Source: an optimization exercise on an open RTL-to-GDS flow (aim: small area, a short achievable clock period and few clock cycles per item). Production flows keep margins and buffers that such runs may drop. Where RTL was checked, it was by simulation tests only, not by an equivalence proof against the original.

run A:
## axis_averaging_filter
module axis_averaging_filter #(
    parameter R_I=5, C_I=5, W_I=8, R_K=3, C_K=3,
              DEPTH = $clog2(R_K*C_K),
              LATENCY = DEPTH + 1)(
    input                       clk, rstn,
    output                      s_axis_averaging_ready,
    input                       s_axis_averaging_valid,
    input  [R_I*C_I*W_I-1:0]    s_axis_averaging_data,
    input                       m_axis_averaging_ready,
    output                      m_axis_averaging_valid,
    output [R_I*C_I*W_I-1:0]    m_axis_averaging_data
);
For scale: ~2100 cells after synthesis, ~410 I/O pins, roughly 26000 um2 of cells after synthesis.
export LEC_CHECK = 0
export CAP_MARGIN = 20
export CORE_MARGIN = 2
export CORE_UTILIZATION = 55
export CTS_BUF_LIST = sky130_fd_sc_hd__clkbuf_4 sky130_fd_sc_hd__clkbuf_8
export SLEW_MARGIN = 20
create_clock -name core_clock -period 8.5 [get_ports {clk}]
standard.sh (not shown) runs the stock make flow with config.mk's settings and CLKGATE_MAP_FILE= SYNTH_SCRIPT=/design/flow/synth_recipe.tcl, a recipe that flattens the netlist after the stock synthesis.
==> flow/flow/run.sh <==
#!/bin/bash
# Layout flow: the standard ORFS flow (standard.sh), except that
#  - the combinational leaf modules listed in flow/premap.json are mapped to
#    cells first (premap.py) and handed to the standard synthesis as fixed
#    netlists; registers and all other logic go through standard synthesis;
#  - the port buffers are sky130_fd_sc_hd__buf_1 cells.
# Each tool's output goes to a log file in this folder.
set -uo pipefail
cd "$(dirname "$0")/.."
if ! python3 flow/premap.py > premap.log 2>&1; then
    echo "premap failed, using the design as is" >> premap.log
    cp design.v design_premapped.v
fi
bash standard.sh VERILOG_FILES=$PWD/design_premapped.v \
    BUFFER_PORTS_ARGS="-buffer_cell sky130_fd_sc_hd__buf_1" > standard.log 2>&1
==> flow/flow/premap.json <==
{
  "fa": {"ports": "input a, input b, input c, output s, output co",
         "cell": "sky130_fd_sc_hd__fa_1", "pins": {"A": "a", "B": "b", "CIN": "c", "SUM": "s", "COUT": "co"}},
  "ha": {"ports": "input a, input b, output s, output co",
         "cell": "sky130_fd_sc_hd__ha_1", "pins": {"A": "a", "B": "b", "SUM": "s", "COUT": "co"}},
  "div9_w10": {"abc": ["strash", "&get -n", "&deepsyn -T 60 -S 1", "&put", "dch -f", "&get -n", "&nf -R 1000", "&put"]},
  "div9_w11": {"abc": ["strash", "&get -n", "&deepsyn -T 60 -S 1", "&put", "dch -f", "&get -n", "&nf -R 1000", "&put"]},
  "div9_w12": {"abc": ["strash", "&get -n", "&deepsyn -T 60 -S 1", "&put", "dch -f", "&get -n", "&nf -R 1000", "&put"]}
}
Other scripts of this flow, unchanged in this note and not shown: flow/flow/premap.py
Testbench counts of run A, summed over its fixed seeds: cycles 2,056, items 2,048.
## Diff of input files: run B against run A
Settings: CTS_BUF_LIST no longer set, was sky130_fd_sc_hd__clkbuf_4 sky130_fd_sc_hd__clkbuf_8; CORE_UTILIZATION now 40, was 55.
==> comparison <==
Taking run A as the reference, in run B global-route usage over all layers moved down; total CTS buffers has decreased. Diff run A..run B | area fraction in and, or, nand and nor cells after synthesis | unchanged. Delta (run B minus run A): worst hold slack now sits higher, number of buffers other than clock buffers in the final layout now sits higher, growth of design area from synthesis to finish now sits higher, clock period minus final worst setup slack now sits higher. Count of fill cells added during filler insertion went up by more than half going from run A to run B. Compared with run A, in run B largest stage delay on the critical path down 0.07 ns.
diff inputs: run B => run C
Settings: SETUP_SLACK_MARGIN newly set to 1.5.
[summary]
Across both runs, number of detailed-routing iterations run before antenna repair was lower for run C than for run B.
The higher number of buffers and inverters on the critical path came out of run C.
Via count delta for run C relative to run B: 4501 higher
--- input diff run C..run D ---
Settings: CORE_UTILIZATION changed from 40 to 55; CTS_BUF_LIST newly set to sky130_fd_sc_hd__clkbuf_4 sky130_fd_sc_hd__clkbuf_8; SETUP_SLACK_MARGIN removed (was 1.5).
==> flow/flow/premap.json <==
{
  "fa": {"ports": "input a, input b, input c, output s, output co",
         "cell": "sky130_fd_sc_hd__fa_1", "pins": {"A": "a", "B": "b", "CIN": "c", "SUM": "s", "COUT": "co"}},
  "ha": {"ports": "input a, input b, output s, output co",
         "cell": "sky130_fd_sc_hd__ha_1", "pins": {"A": "a", "B": "b", "SUM": "s", "COUT": "co"}},
  "div9_w10": {"abc": ["strash", "&get -n", "&deepsyn -T 60 -S 1", "&put", "dch -f", "map -D 3200", "topo"]},
  "div9_w11": {"abc": ["strash", "&get -n", "&deepsyn -T 60 -S 1", "&put", "dch -f", "map -D 3200", "topo"]},
  "div9_w12": {"abc": ["strash", "&get -n", "&deepsyn -T 60 -S 1", "&put", "dch -f", "map -D 3200", "topo"]}
}
==> comparison <==
- Post-synthesis sequential area ratio delta for run D relative to run C: 0.85 points lower
- Run C → run D: simple-gate area share of the yosys netlist went up, global-route met3 utilization has increased, worst hold slack picked up an extra 0.0049 ns, delay contributed by the slowest stage of the critical path now sits higher.
- In the metrics for run C and run D, the one carrying the lower total track usage is run C.
Inputs modified between run D and run E:
Settings: CTS_BUF_LIST no longer set, was sky130_fd_sc_hd__clkbuf_4 sky130_fd_sc_hd__clkbuf_8; CORE_UTILIZATION now 40, was 55.
Findings:
- | post-route fraction of the period consumed by the critical path | lower: run D |
- For the worst setup slack for register-to-register paths, run E came in 0.02 ns lower than run D did.
- From run D to run E the numbers moved as follows: cell area grew by 1.3%.
- Compared to run D, run E has worst endpoint required time 1.99 ns higher.
- Run D reports its end of the critical path as m_axis_averaging_data[96] while run E reports SKID.m_data[156]$_DFFE_PP_.
- Run E vs run D: final cell count up in run E

== job 5638 ==
axis_averaging_filter, a different RTL version from the one above (not shown whole).
For scale: ~2100 cells after synthesis, roughly 410 I/O pins, about 26000 µm² of cells after synthesis.
clock: 8.5 ns
lec_check: 0
cap_margin: 20
core_margin: 2
core_utilization: 55
cts_buf_list: sky130_fd_sc_hd__clkbuf_8
cts_cluster_diameter: 60
cts_cluster_size: 15
setup_slack_margin: 1.3
slew_margin: 20
Scripts as last shown in full above: flow/flow/run.sh
Other scripts of this flow, unchanged in this note and not shown: flow/flow/div9_w10.v, flow/flow/div9_w11.v, flow/flow/div9_w11p.v, flow/flow/div9_w12p.v, flow/flow/premap.json, flow/flow/premap.py
Having completed the whole flow, job 5638 delivered a layout that passed the timing, design-rule and antenna checks.
Changes in job 125 relative to job 5638:
Settings: SETUP_SLACK_MARGIN now 1.7, was 1.3.
==> comparison <==
Met3 routing resource usage after global routing in job 125 vs job 5638: up 0.46 points
Total detailed-routing wirelength: lower on job 5638
Worst hold slack in job 125 is 13 ps above job 5638.
Portion of the clock cycle consumed by the worst path in the final layout, job 5638 and job 125, higher one = job 5638.
Re number of nets with antenna violations after detailed routing: no difference whatsoever between job 125 and job 5638.
From job 5638 to job 125 the numbers moved as follows: critical path data arrival time fell 230 ps; slew of the pin with the lowest slew margin fell 39 ps; top fanout value on the critical path fell 1.
Function was not checked in any run of this note: the RTL went through the layout flow alone.

Setup of run a:
Another version of the RTL of axis_averaging_filter (not shown whole).
Size: ~2200 cells after synthesis, roughly 270 flip-flops, ~410 I/O pins, about 0.026 mm^2 of cells after synthesis.
==> flow/config.mk <==
export PLATFORM = sky130hd
export DESIGN_NAME = axis_averaging_filter
export DESIGN_NICKNAME = axis_averaging_filter
export VERILOG_FILES = /design/flow/design.v
export SDC_FILE = /design/flow/constraint.sdc
export NUM_CORES = 8
export LEC_CHECK = 0
export CAP_MARGIN = 20
export CORE_MARGIN = 2
export CORE_UTILIZATION = 55
export CTS_BUF_LIST = sky130_fd_sc_hd__clkbuf_8
export CTS_CLUSTER_DIAMETER = 60
export CTS_CLUSTER_SIZE = 15
export SETUP_SLACK_MARGIN = 1.7
export SLEW_MARGIN = 20
==> flow/constraint.sdc <==
create_clock -name core_clock -period 8.5 [get_ports {clk}]
set_input_delay 1.7000 -clock core_clock [delete_from_list [all_inputs] [get_ports {clk}]]
set_output_delay 1.7000 -clock core_clock [all_outputs]
set_load 0.01 [all_outputs]
Scripts as last shown in full above: flow/flow/run.sh
Other scripts of this flow, unchanged in this note and not shown: flow/flow/div9_w10.v, flow/flow/div9_w11.v, flow/flow/div9_w11p.v, flow/flow/div9_w12p.v, flow/flow/premap.json, flow/flow/premap.py
Run a finished end to end and its layout was clean on timing, DRC and antenna.
Testbench counts of run a, summed over its fixed seeds: cycles 2,056, items 2,048.
## Diff of input files: run b against run a
- SETUP_SLACK_MARGIN: 1.7 -> 1.9
## What came out
- On routed metal-1 wire length, the higher figure sits with run b, not run a.
- There was hardly any difference in count of clock-buffer cells in the layout between run a and run b.
- Aggregate global-route resource usage in run b is 1.1 points higher than in run a

job 1371:
axis_averaging_filter, a different RTL version from the one above (not shown whole).
Size: about 2,100 cells after synthesis, ~270 flip-flops, roughly 0.026 sq mm of cells after synthesis.
export LEC_CHECK = 0
export CAP_MARGIN = 20
export CORE_MARGIN = 2
export CORE_UTILIZATION = 55
export CTS_BUF_LIST = sky130_fd_sc_hd__clkbuf_8
export CTS_CLUSTER_DIAMETER = 60
export CTS_CLUSTER_SIZE = 15
export SETUP_SLACK_MARGIN = 1.3
export SLEW_MARGIN = 20
create_clock -name core_clock -period 8.5 [get_ports {clk}]
Scripts as last shown in full above: flow/flow/run.sh
Other scripts of this flow, unchanged in this note and not shown: flow/flow/div9_w10.v, flow/flow/div9_w11.v, flow/flow/div9_w11p.v, flow/flow/div9_w12p.v, flow/flow/premap.json, flow/flow/premap.py
Testbench counts of job 1371, summed over its fixed seeds: cycles 2,056, items 2,048.
Inputs modified between job 1371 and job 8269:
# job 1371
export LEC_CHECK = 0
export CAP_MARGIN = 20
export CORE_MARGIN = 2
export CORE_UTILIZATION = 55
export CTS_BUF_LIST = sky130_fd_sc_hd__clkbuf_8
export CTS_CLUSTER_DIAMETER = 60
export CTS_CLUSTER_SIZE = 15
export SETUP_SLACK_MARGIN = 1.3
export SLEW_MARGIN = 20
create_clock -name core_clock -period 8.5 [get_ports {clk}]
# job 8269
export LEC_CHECK = 0
export CAP_MARGIN = 20
export CORE_MARGIN = 2
export CORE_UTILIZATION = 55
export CTS_BUF_LIST = sky130_fd_sc_hd__clkbuf_4 sky130_fd_sc_hd__clkbuf_8
export SETUP_SLACK_MARGIN = 1.3
export SLEW_MARGIN = 20
create_clock -name core_clock -period 8.5 [get_ports {clk}]
Results
Job 8269 vs job 1371: first-iteration DRC count up in job 8269. [job 8269 vs job 1371] total of clock buffers placed in the layout: higher in job 8269. Compared with job 1371, job 8269 shows final area higher by 1.5%. Startpoint of the most critical setup path = s_axis_averaging_data[96]: job 1371; startpoint of the most critical setup path = s_axis_averaging_data[88]: job 8269. Worst hold slack across all endpoints: job 8269 vs job 1371, no meaningful difference. Job 8269 against job 1371: via count of the first global-routing pass went up, overall fraction of global-route tracks in use grew by 0.33 points.

[separate check: timing with driven ports]
Ports are ideal in the flow. The routed layouts listed here were re-timed in OpenROAD. Step 1 assumes that a clkbuf_16 drives the clock port and a buf_2 every other input. Step 2 moves the port delays by t, midway between the first and last clock arrival at a register: inputs arrive t later, outputs are due t later. That takes back most of the time a late clock gives input paths. Three values: no drivers, after step 1, after step 2; two values: the first two.
| run | t, ns | setup WS [ns] | clock arrival spread, ns | worst data-port slew with drivers (ns) |
|---|---|---|---|---|
| run A of note 1 | 0.701 | 0.299 / 0.236 / 0.200 | 0.037 / 0.036 | 0.12 |
| run B of note 1 | 0.617 | 0.269 / 0.211 / 0.135 | 0.024 / 0.023 | 0.13 |
| run C of note 1 | 0.615 | 0.843 / 0.778 / 0.671 | 0.032 / 0.033 | 0.16 |
| run D of note 1 | 0.705 | 0.856 / 0.793 / 0.176 | 0.037 / 0.036 | 0.15 |
| run E of note 1 | 0.613 | 0.793 / 0.835 / 0.222 | 0.034 / 0.034 | 0.15 |
| job 5638 | 0.677 | 1.466 / 1.410 / 0.892 | 0.033 / 0.033 | 0.12 |
| job 125 | 0.657 | 1.697 / 1.641 / 1.146 | 0.025 / 0.025 | 0.11 |
| run a of note 3 | 0.695 | 1.797 / 1.827 / 1.132 | 0.024 / 0.024 | 0.11 |
| run b of note 3 | 0.725 | 1.953 / 1.933 / 1.253 | 0.042 / 0.042 | 0.10 |
| job 1371 | 0.691 | 1.360 / 1.385 / 0.695 | 0.029 / 0.029 | 0.09 |
| job 8269 | 0.669 | 1.373 / 1.402 / 0.733 | 0.030 / 0.029 | 0.09 |
After both steps every run listed still meets setup and hold. For run b of note 3, which loses most, drivers alone change the setup slack by -0.020 ns; drivers and shift together by -0.700 ns.
